Context: an optimization exercise on an open-source flow, tuned for small area and a short achievable clock period. The choices shown serve that exercise and are no tape-out recipe. Where RTL was checked, it was by simulation tests only, not by an equivalence proof against the original. Power and IR drop assume default switching activity.

// Axi4SharedSdramCtrl
module Axi4SharedSdramCtrl (
  input               io_axi_arw_valid,
  output              io_axi_arw_ready,
  input      [22:0]   io_axi_arw_payload_addr,
  input      [3:0]    io_axi_arw_payload_id,
  input      [7:0]    io_axi_arw_payload_len,
  input      [2:0]    io_axi_arw_payload_size,
  input      [1:0]    io_axi_arw_payload_burst,
  input               io_axi_arw_payload_write,
  input               io_axi_w_valid,
  output              io_axi_w_ready,
  input      [31:0]   io_axi_w_payload_data,
  input      [3:0]    io_axi_w_payload_strb,
  input               io_axi_w_payload_last,
  output              io_axi_b_valid,
  input               io_axi_b_ready,
  output     [3:0]    io_axi_b_payload_id,
  output     [1:0]    io_axi_b_payload_resp,
  output              io_axi_r_valid,
  input               io_axi_r_ready,
  output     [31:0]   io_axi_r_payload_data,
  output     [3:0]    io_axi_r_payload_id,
  output     [1:0]    io_axi_r_payload_resp,
  output              io_axi_r_payload_last,
  output     [10:0]   io_sdram_ADDR,
  output     [1:0]    io_sdram_BA,
  input      [31:0]   io_sdram_DQ_read,
  output     [31:0]   io_sdram_DQ_write,
  output     [31:0]   io_sdram_DQ_writeEnable,
  output     [3:0]    io_sdram_DQM,
  output              io_sdram_CASn,
  output              io_sdram_CKE,
  output              io_sdram_CSn,
  output              io_sdram_RASn,
  output              io_sdram_WEn,
  input               io_axiClk,
  input               resetCtrl_axiReset
);
  localparam T_MODE   = 3'b000;
  localparam T_PREALL = 3'b001;
  localparam T_PRESGL = 3'b010;
  localparam T_REFR   = 3'b011;
  localparam T_ACT    = 3'b100;
  localparam T_READ   = 3'b101;
  localparam T_WRITE  = 3'b110;
  localparam S_BOOT_PRE  = 2'b00;
  localparam S_BOOT_REF  = 2'b01;
  localparam S_BOOT_MODE = 2'b10;
  localparam S_RUN       = 2'b11;
  wire clk = io_axiClk;
  wire rst = resetCtrl_axiReset;
  reg         ub_valid;
  reg  [7:0]  ub_beat;
  reg  [22:0] ub_addr;
  reg  [3:0]  ub_id;
  reg  [1:0]  ub_size;
  reg  [2:0]  ub_wrap;
  reg  [1:0]  ub_burst;
  reg         ub_write;
  reg         b_valid;
  reg  [3:0]  b_id;
  reg  [10:0] refresh_value;
  reg         refresh_pending;
  ...
export LEC_CHECK = 0
export CAP_MARGIN = 20
export CORE_MARGIN = 2
export CORE_UTILIZATION = 55
export CTS_BUF_LIST = sky130_fd_sc_hd__clkbuf_16
export CTS_CLUSTER_DIAMETER = 100
export CTS_CLUSTER_SIZE = 30
export SETUP_SLACK_MARGIN = 5
export SLEW_MARGIN = 20
export SYNTH_HIERARCHICAL = 1
export SYNTH_MINIMUM_KEEP_SIZE = 0
create_clock -name core_clock -period 10.0 [get_ports {io_axiClk}]
standard.sh (not shown) runs the stock make flow with config.mk's settings and CLKGATE_MAP_FILE= SYNTH_SCRIPT=/design/flow/synth_recipe.tcl, a recipe that flattens the netlist after the stock synthesis.
==> flow/flow/run.sh <==
#!/bin/bash
# Standard ORFS layout (the standard.sh) with two changes:
#  - port buffers are inserted as the smallest plain buffer instead of the
#    default delay-buffer cell; repair_design / repair_timing then size them;
#  - clock tree synthesis without dummy load cells.
set -euo pipefail
bash standard.sh \
  "BUFFER_PORTS_ARGS=-buffer_cell sky130_fd_sc_hd__buf_1" \
  "CTS_ARGS=-sink_clustering_enable -repair_clock_nets -sink_clustering_size 30 -sink_clustering_max_diameter 100 -buf_list sky130_fd_sc_hd__clkbuf_16 -dont_use_dummy_load" \
  finish > standard_make.log 2>&1
Then changed:
--- a/flow/design.v
+++ b/flow/design.v
@@ -67,25 +67,28 @@
   reg  [3:0]  bank_active;
   reg  [10:0] bank_row0, bank_row1, bank_row2, bank_row3;
   reg         p_valid;
   reg  [2:0]  p_task;
   reg  [1:0]  p_bank;
   reg  [10:0] p_rc;
-  reg  [31:0] p_data;    
+  reg  [31:0] p_data;
   reg  [3:0]  p_mask;
+  reg  [3:0]  p_id;
+  reg         p_last;
   reg         t_read;
   reg  [2:0]  t_write;
   reg  [2:0]  t_pre0, t_pre1, t_pre2, t_pre3;
   reg  [1:0]  t_act0, t_act1, t_act2, t_act3;
   reg  [5:1]  hist;
   reg         cke_int;
   reg         rcke;
   reg  [4:0]  ctx1, ctx2, ctx3, ctx4, ctx5;
-  reg  [31:0] dq_reg;
+  reg  [31:0] dq_in;
   reg  [10:0] sd_addr;
   reg  [1:0]  sd_ba;
+  reg  [31:0] sd_dqw;
   reg         sd_dqwe;
   reg  [3:0]  sd_dqm;
   reg         sd_rasn, sd_casn, sd_wen, sd_csn, sd_cke;
   reg  [36:0] fifo0, fifo1;
   reg         f_push_ptr, f_pop_ptr, f_rising;
   wire        len0      = (io_axi_arw_payload_len == 8'h00);
@@ -116,13 +119,13 @@
                          (s_burst == 2'b10) ? inc_wrap : inc_sum;
   wire [1:0]  in_bank = io_axi_arw_payload_addr[11:10];
   wire [10:0] in_row  = io_axi_arw_payload_addr[22:12];
   wire [1:0]  ub_bank = ub_addr[11:10];
   wire [10:0] ub_row  = ub_addr[22:12];
   reg  [3:0]  ub_match;
-  wire [3:0]  eq_in = {bank_row3 == in_row, bank_row2 == in_row, bank_row1 == in_row, bank_row0 == in_row};
+  wire [3:0]  eq_in;
   wire [3:0]  eq_ub = ub_match;
   wire [3:0]  hit_in_v = eq_in & bank_active;
   wire [3:0]  hit_ub_v = eq_ub & bank_active;
   wire        hit_in = hit_in_v[in_bank];
   wire        hit_ub = hit_ub_v[ub_bank];
   wire        act_in = bank_active[in_bank];
@@ -158,12 +161,13 @@
     .ub_go      (ub_valid & go & ub_write & hit_ub),
     .arw_valid  (io_axi_arw_valid),
     .arw_write  (io_axi_arw_payload_write),
     .w_valid    (io_axi_w_valid),
     .b_valid    (b_valid),
     .b_ready    (io_axi_b_ready),
+    .eq_in      (eq_in),
     .arw_ready  (io_axi_arw_ready),
     .w_ready    (io_axi_w_ready)
   );
   reg        f_valid;
   reg  [2:0] f_task;
   always @(*) begin
@@ -266,14 +270,16 @@
     if (~bank_active[2]) bank_row2 <= r_row;
     if (~bank_active[3]) bank_row3 <= r_row;
     if (frr) begin
       p_task <= f_task;
       p_bank <= r_bank;
       p_rc   <= f_rc;
-      p_data <= {io_axi_w_payload_data[31:5], r_write ? io_axi_w_payload_data[4:0] : {r_id, r_last}};
+      p_data <= io_axi_w_payload_data;
       p_mask <= io_axi_w_payload_strb;
+      p_id   <= r_id;
+      p_last <= r_last;
     end
   end
   function bubble_fn(input [2:0] tsk, input [1:0] bank, input br, input bw, input [3:0] bp, input [3:0] ba);
     begin
       case (tsk)
         T_MODE:   bubble_fn = ba[0];
@@ -377,18 +383,19 @@
     end
   end
   always @(posedge clk) begin
     sd_cke <= cke_next;
     if (rcke) begin
       sd_csn <= 1'b0;
-      ctx1 <= p_data[4:0];
+      ctx1 <= {p_id, p_last};
       ctx2 <= ctx1;
       ctx3 <= ctx2;
       ctx4 <= ctx3;
       ctx5 <= ctx4;
-      dq_reg <= c_write ? p_data : io_sdram_DQ_read;
+      dq_in <= io_sdram_DQ_read;
+      sd_dqw <= p_data;
       sd_dqwe <= c_write;
       sd_dqm <= c_write ? ~p_mask : {4{~hist[1]}};
       if (c_valid) begin
         case (p_task)
           T_PREALL: {sd_rasn, sd_casn, sd_wen} <= 3'b010;
           T_REFR:   {sd_rasn, sd_casn, sd_wen} <= 3'b001;
@@ -405,13 +412,13 @@
       sd_addr[10]  <= (p_task == T_PREALL) | ((p_task == T_ACT) & p_rc[10]);
       sd_ba        <= (p_task == T_MODE) ? 2'b00 : p_bank;
     end
   end
   assign io_sdram_ADDR = sd_addr;
   assign io_sdram_BA = sd_ba;
-  assign io_sdram_DQ_write = dq_reg;
+  assign io_sdram_DQ_write = sd_dqw;
   assign io_sdram_DQ_writeEnable = {32{sd_dqwe}};
   assign io_sdram_DQM = sd_dqm;
   assign io_sdram_CSn = sd_csn;
   assign io_sdram_RASn = sd_rasn;
   assign io_sdram_CASn = sd_casn;
   assign io_sdram_WEn = sd_wen;
@@ -420,13 +427,13 @@
   wire        f_match = (f_push_ptr == f_pop_ptr);
   wire        f_empty = f_match & ~f_rising;
   wire        f_full  = f_match & f_rising;
   wire        pushing = push_valid & ~f_full;
   wire        pop_valid = ~f_empty | push_valid;
   wire        popping = pop_valid & io_axi_r_ready;
-  wire [36:0] push_data = {ctx5, dq_reg};
+  wire [36:0] push_data = {ctx5, dq_in};
   wire [36:0] ram_rd = f_pop_ptr ? fifo1 : fifo0;
   wire [36:0] pop_data = f_empty ? push_data : ram_rd;
   always @(posedge clk or posedge rst) begin
     if (rst) begin
       f_push_ptr <= 1'b0;
       f_pop_ptr  <= 1'b0;
@@ -458,16 +465,17 @@
   input             ub_go,
   input             arw_valid,
   input             arw_write,
   input             w_valid,
   input             b_valid,
   input             b_ready,
+  output     [3:0]  eq_in,
   output            arw_ready,
   output            w_ready
 );
-  wire [3:0] eq_in = {row3 == in_row, row2 == in_row, row1 == in_row, row0 == in_row};
+  assign eq_in = {row3 == in_row, row2 == in_row, row1 == in_row, row0 == in_row};
   wire [3:0] in_dec = 4'b0001 << in_bank;
   wire       in_go = |(in_q & in_dec & eq_in);
   wire       wrsp_ready = ~b_valid | b_ready;
   assign arw_ready = in_go & (~arw_write | (w_valid & wrsp_ready));
   assign w_ready   = wrsp_ready & (ub_go | (in_go & arw_valid & arw_write));
 endmodule
What happened: The new run finished clean. Worst setup slack improved by 0.019 ns. Global-route usage shrinks by 1.8 points. Hold slack improved by 0.030 ns. Design area grows slightly. Critical path depth grows by 1. Cell count shrinks by a few percent. Power shrinks by a few percent. Synthesized area grows slightly. Count of clock-buffer cells in the layout grows by 1. Routed wire length shrinks by a little under a tenth. Clock power grows by a few percent.
No functional check of the RTL was part of the first run of this note.

port drivers added, routing unchanged:
In the flow no input, the clock included, has a driving cell. The finished layouts below were timed again as built, in two steps.
Step 1: set_driving_cell puts a clkbuf_16 on io_axiClk and a buf_2 on each other input, an assumption about the parent block.
Step 2, shift: input delay + t, output delay - t, t = (earliest + latest rising clock arrival at the registers) / 2. This alone moves slack from input paths to output paths.
a / b / c = ideal / step 1 / step 2; a / b = the first two.
| run | shift t [ns] | setup slack, ns | hold WS [ns] |
|---|---|---|---|
| the first run | 0.558 | 4.733 / 4.686 / 4.686 | 0.387 / 0.387 / 0.387 |
| the second run | 0.555 | 4.751 / 4.703 / 4.703 | 0.417 / 0.417 / 0.417 |
After both steps every run listed still meets setup and hold. For the second run, which loses most, drivers alone change the setup slack by -0.048 ns; drivers and shift together by -0.048 ns.
